From an optimization exercise on the open Yosys and OpenROAD flow, aimed at small area and a short achievable clock period; shortcuts taken in it are not production practice. In this exercise RTL edits were held to simulation tests only and were not proved equivalent to the original.

==> flow/design.v (excerpt) <==
module CS(clk, reset, X, Y);
	input clk, reset;
	input [7:0] X;
	output [9:0] Y;
	reg [7:0] X9;                    
	reg rq;                          
	reg [7:0] P0, P1, P2, P3, P4, P5, P6, P7, P8;
	reg [11:0] T;                    
	reg [3:0] cnt;                   
	always @(negedge clk) begin
		X9 <= X;
		rq <= reset;
	end
	wire [7:0] sub = (cnt[3] & cnt[0]) ? P0 : 8'd0;
	wire [11:0] Ta;
	wire tac;
	radd #(12) u_ta(T, {4'b0000, X9}, 1'b0, Ta, tac);
	wire [11:0] Tn;
	wire tnc;
	radd #(12) u_tn(Ta, {4'b1111, ~sub}, 1'b1, Tn, tnc);
	always @(posedge clk) begin
		P0 <= P1; P1 <= P2; P2 <= P3; P3 <= P4; P4 <= P5;
		P5 <= P6; P6 <= P7; P7 <= P8; P8 <= X9;
		if (rq) begin
			T <= 12'd0;
			cnt <= 4'd0;
		end else begin
			T <= Tn;
			if (cnt != 4'd9)
				cnt <= cnt + 4'd1;
		end
	end
	wire [5:0] s1 = T[11:6];
	wire [6:0] v;
	radd #(6) u_v(s1, T[5:0], 1'b0, v[5:0], v[6]);
	reg [3:0] q2;
	always @(*) begin
		if (v >= 7'd90) q2 = 4'd10;
		else if (v >= 7'd81) q2 = 4'd9;
		else if (v >= 7'd72) q2 = 4'd8;
		else if (v >= 7'd63) q2 = 4'd7;
		else if (v >= 7'd54) q2 = 4'd6;
		else if (v >= 7'd45) q2 = 4'd5;
		else if (v >= 7'd36) q2 = 4'd4;
		else if (v >= 7'd27) q2 = 4'd3;
		else if (v >= 7'd18) q2 = 4'd2;
		else if (v >= 7'd9) q2 = 4'd1;
		else q2 = 4'd0;
	end
	wire [6:0] dq;                   
	wire dqc;
	radd #(6) u_dq({2'b00, q2}, ~s1, 1'b1, dq[5:0], dqc);
	assign dq[6] = ~dqc;
	wire [7:0] avg;
	wire ac;
	assign avg[2:0] = dq[2:0];
	radd #(5) u_avg(s1[4:0], {dq[6], dq[6:3]}, 1'b0, avg[7:3], ac);
	wire [8:0] le;
	cmple u_c0(P0, avg, le[0]);
	cmple u_c1(P1, avg, le[1]);
	cmple u_c2(P2, avg, le[2]);
	cmple u_c3(P3, avg, le[3]);
	cmple u_c4(P4, avg, le[4]);
	cmple u_c5(P5, avg, le[5]);
	cmple u_c6(P6, avg, le[6]);
	cmple u_c7(P7, avg, le[7]);
	cmple u_c8(P8, avg, le[8]);
	wire [71:0] w = {P8, P7, P6, P5, P4, P3, P2, P1, P0};
	reg [8:0] c, hit, b;
	reg [7:0] appr;
	integer i, k;
	always @(*) begin
		c = le;
		for (k = 7; k >= 0; k = k - 1) begin
  ...
clock: 70.0 ns
lec_check: 0
cap_margin: 20
core_margin: 2
core_utilization: 40
slew_margin: 20
standard.sh (not shown) runs the stock make flow with config.mk's settings and CLKGATE_MAP_FILE= SYNTH_SCRIPT=/design/flow/synth_recipe.tcl, a recipe that flattens the netlist after the stock synthesis.
==> flow/flow/run.sh <==
#!/bin/bash
# Own flow: the standard layout (standard.sh) with these changes:
# - synthesis (flow/synth.tcl) maps the logic with an area-oriented ABC script
#   (flow/area.abc) and extracts only full adders; registers are mapped
#   exactly as in the standard synthesis;
# - ports are buffered with buf_1;
# - the clock tree uses clkbuf_4/clkbuf_8 and no dummy loads.
# make's output goes to flow_make.log, each step's own log to orfs/logs/.
set -euo pipefail
here=$(pwd)
export OWN_ABC_SCRIPT=$here/flow/area.abc
bash standard.sh SYNTH_SCRIPT=$here/flow/synth.tcl \
  BUFFER_PORTS_ARGS="-buffer_cell sky130_fd_sc_hd__buf_1" \
  CTS_ARGS="-sink_clustering_enable -repair_clock_nets -dont_use_dummy_load -buf_list {sky130_fd_sc_hd__clkbuf_16}" \
   finish > $here/flow_make.log 2>&1
==> flow/flow/area.abc <==
strash
ifraig
resub -K 8 -N 2
refactor -z
rewrite -z
&get -n
&deepsyn -T 60
&put
dch -f
amap
topo
==> flow/flow/synth.tcl <==
# Standard synthesis (synth_recipe.tcl) with two changes: ABC maps with an
# area-oriented script (flow/area.abc) instead of ORFS's own, and only full
# adders (not half adders) are extracted into adder cells.
proc synth {args} { yosys synth -nofsm -noshare {*}$args }
proc abc {args} {
  set i [lsearch -exact $args -script]
  if {$i >= 0} { lset args [expr {$i + 1}] $::env(OWN_ABC_SCRIPT) }
  yosys abc {*}$args
}
proc extract_fa {args} {
  if {[lsearch -exact $args -fa] < 0 && [lsearch -exact $args -ha] < 0} { set args [concat -fa $args] }
  yosys extract_fa {*}$args
}
source $::env(SCRIPTS_DIR)/synth.tcl
# left out here: clear keep_hierarchy, flatten, clean up, hide names made inside functions, write 1_2_yosys.v
Rerun with:
--- a/flow/flow/run.sh
+++ b/flow/flow/run.sh
@@ -13,3 +13,3 @@
   BUFFER_PORTS_ARGS="-buffer_cell sky130_fd_sc_hd__buf_1" \
-  CTS_ARGS="-sink_clustering_enable -repair_clock_nets -dont_use_dummy_load -buf_list {sky130_fd_sc_hd__clkbuf_16}" \
+  CTS_ARGS="-sink_clustering_enable -repair_clock_nets -dont_use_dummy_load -buf_list {sky130_fd_sc_hd__clkbuf_4 sky130_fd_sc_hd__clkbuf_8}" \
    finish > $here/flow_make.log 2>&1
==> flow/flow/area.abc (replaced) <==
strash
&get -n
&deepsyn -T 30
&put
dch -f
amap
topo
- The new run passed the timing, DRC and antenna checks
- final area drops by 1.7%
- clock skew came out lower by 17 ps
- synthesized area hardly moves
- die area is about the same
- global-route usage stays flat
Rerun with:
==> flow/flow/run.sh (replaced) <==
#!/bin/bash
# Own flow: the standard layout (standard.sh) with these changes:
# - synthesis maps the logic with an area-oriented ABC script (flow/area.abc)
#   and does not extract full/half adder cells; registers are mapped exactly
#   as in the standard synthesis (flow/synth.tcl);
# - ports are buffered with buf_1 and the clock tree uses clkbuf_4/clkbuf_8.
set -euo pipefail
here=$(pwd)
export OWN_ABC_SCRIPT=$here/flow/area.abc
bash standard.sh SYNTH_SCRIPT=$here/flow/synth.tcl ADDER_MAP_FILE= BUFFER_PORTS_ARGS="-buffer_cell sky130_fd_sc_hd__buf_1" CTS_BUF_LIST="sky130_fd_sc_hd__clkbuf_4 sky130_fd_sc_hd__clkbuf_8"  finish > $here/flow_make.log 2>&1
==> flow/flow/area.abc (replaced) <==
strash
ifraig
resub -K 8 -N 2
refactor -z
rewrite -z
dch -f
amap
topo
==> flow/flow/synth.tcl (replaced) <==
# Standard synthesis (synth_recipe.tcl) with one change: ABC maps with an
# area-oriented script (flow/area.abc) instead of ORFS's own.
proc synth {args} { yosys synth -nofsm -noshare {*}$args }
proc abc {args} {
  set i [lsearch -exact $args -script]
  if {$i >= 0} { lset args [expr {$i + 1}] $::env(OWN_ABC_SCRIPT) }
  yosys abc {*}$args
}
source $::env(SCRIPTS_DIR)/synth.tcl
# left out here: clear keep_hierarchy, flatten, clean up, hide names made inside functions, write 1_2_yosys.v
Core utilization increases by 1.5 points.
Setup slack gains 18 ps.
Sequential cell count does not change.
Cell area increases by 3.8%.
Cell count increases by 25%.
Non-clock buffer count increases by 3.
Rerun with:
==> flow/flow/area.abc (replaced) <==
strash
ifraig
resub -K 8 -N 2
refactor -z
rewrite -z
&get -n
&deepsyn -T 60
&put
dch -f
amap
topo
Result:
- The new run went through all stages and came out clean
- worst hold slack barely changes
- worst setup slack is worse by 3.0 ps
- die area went up by 0.44%
- design area went down by 0.72%
- via count went up by 1.4%

---

## violet
CS, a different RTL version from the one above (not shown whole).
Size: roughly 98 flip-flops, about 20 I/O pins, about 5200 sq um of cells after synthesis.
clock: 70.0 ns
lec_check: 0
cap_margin: 20
core_margin: 2
core_utilization: 40
slew_margin: 20
==> flow/flow/run.sh <==
#!/bin/bash
# Own flow: the standard layout (standard.sh) with these changes:
# - synthesis maps the logic with an area-oriented ABC script (flow/area.abc)
#   and does not extract full/half adder cells; registers are mapped exactly
#   as in the standard synthesis (flow/synth.tcl);
# - ports are buffered with buf_1 and the clock tree uses clkbuf_4/clkbuf_8.
set -euo pipefail
here=$(pwd)
export OWN_ABC_SCRIPT=$here/flow/area.abc
bash standard.sh SYNTH_SCRIPT=$here/flow/synth.tcl ADDER_MAP_FILE= BUFFER_PORTS_ARGS="-buffer_cell sky130_fd_sc_hd__buf_1" CTS_BUF_LIST="sky130_fd_sc_hd__clkbuf_4 sky130_fd_sc_hd__clkbuf_8"  finish > $here/flow_make.log 2>&1
==> flow/flow/area.abc <==
strash
dch
amap
topo
==> flow/flow/synth.tcl <==
# Standard synthesis (synth_recipe.tcl) with one change: ABC maps with an
# area-oriented script (flow/area.abc) instead of ORFS's own.
proc synth {args} { yosys synth -nofsm -noshare {*}$args }
proc abc {args} {
  set i [lsearch -exact $args -script]
  if {$i >= 0} { lset args [expr {$i + 1}] $::env(OWN_ABC_SCRIPT) }
  yosys abc {*}$args
}
source $::env(SCRIPTS_DIR)/synth.tcl
# left out here: clear keep_hierarchy, flatten, clean up, hide names made inside functions, write 1_2_yosys.v
diff inputs: violet => willow
--- a/flow/flow/run.sh
+++ b/flow/flow/run.sh
@@ -10 +10 @@
-bash standard.sh SYNTH_SCRIPT=$here/flow/synth.tcl ADDER_MAP_FILE= BUFFER_PORTS_ARGS="-buffer_cell sky130_fd_sc_hd__buf_1" CTS_BUF_LIST="sky130_fd_sc_hd__clkbuf_4 sky130_fd_sc_hd__clkbuf_8"  finish > $here/flow_make.log 2>&1
+bash standard.sh SYNTH_SCRIPT=$here/flow/synth.tcl ADDER_MAP_FILE= BUFFER_PORTS_ARGS="-buffer_cell sky130_fd_sc_hd__buf_1" CTS_BUF_LIST="sky130_fd_sc_hd__clkbuf_4 sky130_fd_sc_hd__clkbuf_8" CORE_UTILIZATION=65 SLEW_MARGIN=0 CAP_MARGIN=0 finish > $here/flow_make.log 2>&1
==> flow/flow/area.abc <==
strash
ifraig
resub -K 8 -N 2
refactor -z
rewrite -z
dch -f
amap
topo
[summary]
In the metrics for violet and willow, the one carrying the lower post-synthesis sequential area ratio is violet. | number of distinct standard cells referenced by the synthesized netlist | lower: willow |. | area after synthesis | willow vs violet | 2.9% lower |. As far as count of clock tree sinks goes, violet and willow are indistinguishable; the numbers are identical. violet vs willow, launching element of the worst setup path: X9[0] vs X9[1]. Compared with violet, in willow critical path required time decreased by 0.06 ns relative to the old numbers; number of gates on the worst path with buffers counted now smaller; final area saw a decrease; sequential cell area share higher. Re number of well taps: violet was higher than willow.
Input changes introduced in xenon (baseline for comparison: willow):
--- a/flow/flow/run.sh
+++ b/flow/flow/run.sh
@@ -10 +10 @@
-bash standard.sh SYNTH_SCRIPT=$here/flow/synth.tcl ADDER_MAP_FILE= BUFFER_PORTS_ARGS="-buffer_cell sky130_fd_sc_hd__buf_1" CTS_BUF_LIST="sky130_fd_sc_hd__clkbuf_4 sky130_fd_sc_hd__clkbuf_8" CORE_UTILIZATION=65 SLEW_MARGIN=0 CAP_MARGIN=0 finish > $here/flow_make.log 2>&1
+bash standard.sh SYNTH_SCRIPT=$here/flow/synth.tcl ADDER_MAP_FILE= BUFFER_PORTS_ARGS="-buffer_cell sky130_fd_sc_hd__buf_1" CTS_BUF_LIST="sky130_fd_sc_hd__clkbuf_4 sky130_fd_sc_hd__clkbuf_8" SETUP_SLACK_MARGIN=18.5 finish > $here/flow_make.log 2>&1
Results
On via count, willow beats xenon.
Comparing willow and xenon, sequential share of layout area is lower on xenon.
Looking at slowest cell on the critical path, the dfxtp_2 result is from xenon; the o211ai_1 one comes from willow.
In the metrics for willow and xenon, the one carrying the lower global routing met2 resource utilization is xenon.
Taking willow as the reference, in xenon initial core utilization went down by 25 points, total wire length grew by 1.6 mm, floorplan die width higher, fraction of area in multi-input gates moved up, met1 usage -13 points.
Summary — total met2 wirelength after detailed routing, xenon relative to willow: higher, by 10%.
Post-placement worst setup slack: xenon vs willow down 0.040 ns
diff inputs: xenon => nickel
--- a/flow/flow/run.sh
+++ b/flow/flow/run.sh
@@ -10 +10 @@
-bash standard.sh SYNTH_SCRIPT=$here/flow/synth.tcl ADDER_MAP_FILE= BUFFER_PORTS_ARGS="-buffer_cell sky130_fd_sc_hd__buf_1" CTS_BUF_LIST="sky130_fd_sc_hd__clkbuf_4 sky130_fd_sc_hd__clkbuf_8" SETUP_SLACK_MARGIN=18.5 finish > $here/flow_make.log 2>&1
+bash standard.sh SYNTH_SCRIPT=$here/flow/synth.tcl ADDER_MAP_FILE= BUFFER_PORTS_ARGS="-buffer_cell sky130_fd_sc_hd__buf_1" CTS_BUF_LIST="sky130_fd_sc_hd__clkbuf_4 sky130_fd_sc_hd__clkbuf_8" CTS_CLUSTER_SIZE=30 CTS_CLUSTER_DIAMETER=100 finish > $here/flow_make.log 2>&1
Results
- Comparing nickel and xenon, the higher final area was measured on xenon.
- Higher clock network area share was reported by nickel, not xenon.
- Comparing nickel and xenon, the lower area added between synthesis and finish was measured on nickel.
- As far as initial antenna violation count goes, xenon and nickel are indistinguishable; the numbers are identical.
- nickel has less setup slack than xenon.
- Data-path buffer share of cell area in the final layout delta for nickel relative to xenon: 3.6 points lower
- Delta (nickel minus xenon): overall routing resource usage saw a decrease, wire length of the first global-routing pass saw a decrease, overall via count from detail_route saw a decrease.
Input changes introduced in harbor (baseline for comparison: nickel):
--- a/flow/flow/run.sh
+++ b/flow/flow/run.sh
@@ -10 +10 @@
-bash standard.sh SYNTH_SCRIPT=$here/flow/synth.tcl ADDER_MAP_FILE= BUFFER_PORTS_ARGS="-buffer_cell sky130_fd_sc_hd__buf_1" CTS_BUF_LIST="sky130_fd_sc_hd__clkbuf_4 sky130_fd_sc_hd__clkbuf_8" CTS_CLUSTER_SIZE=30 CTS_CLUSTER_DIAMETER=100 finish > $here/flow_make.log 2>&1
+bash standard.sh SYNTH_SCRIPT=$here/flow/synth.tcl ADDER_MAP_FILE= BUFFER_PORTS_ARGS="-buffer_cell sky130_fd_sc_hd__buf_1" CTS_BUF_LIST="sky130_fd_sc_hd__clkbuf_4 sky130_fd_sc_hd__clkbuf_8" SETUP_SLACK_MARGIN=17 finish > $here/flow_make.log 2>&1
## What came out
The worst hold slack of nickel and that of harbor are within noise of each other.
Compared with nickel, harbor shows delay of the slowest cell on the worst path lower by 0.29 ns.
Any difference in overall routing resource usage between nickel and harbor is small enough to ignore.
Of harbor and nickel, harbor shows the lower sequential share of layout area, with nickel above it.
When harbor is measured against nickel, its area added between synthesis and finish turns out 4.5 points higher.
Against nickel, total length of routed met3 wires in harbor fell by a little under 10%.
Global-route wire length before repair delta (harbor -> nickel): insignificant
Here is what was changed in the inputs of amber compared with harbor.
==> flow/flow/run.sh <==
#!/bin/bash
# Own flow: the standard layout (standard.sh), except that synthesis maps
# the logic with an area-oriented ABC script and does not extract full/half
# adder cells. Registers are mapped exactly as in the standard synthesis.
set -euo pipefail
here=$(pwd)
export OWN_ABC_SCRIPT=$here/flow/area.abc
bash standard.sh SYNTH_SCRIPT=$here/flow/synth.tcl ADDER_MAP_FILE= BUFFER_PORTS_ARGS="-buffer_cell sky130_fd_sc_hd__buf_1" CTS_BUF_LIST="sky130_fd_sc_hd__clkbuf_4 sky130_fd_sc_hd__clkbuf_8" finish > $here/flow_make.log 2>&1
--- a/flow/flow/area.abc
+++ b/flow/flow/area.abc
@@ -5,0 +6,3 @@
+&get -n
+&deepsyn -T 60
+&put
Looking only at filler cell count, and setting everything else aside, the higher value of amber and harbor goes to harbor.
Cell area: lower on amber
From harbor to amber the numbers moved as follows: cell area after placement now smaller; global placer's final weighted congestion now larger.
On amber: fraction of area in multi-input gates is 0.50 points lower than what harbor gave.
STATUS aggregate routed wire length: amber loses against harbor
amber vs harbor: met1 layer wirelength in the final routing down by a few percent
Going from harbor to amber, number of cells on the critical path grew by more than 10%.
amber ended up with a lower number of inverters outside the clock class in the layout than harbor did.
Cmp amber vs harbor: utilization lower in amber
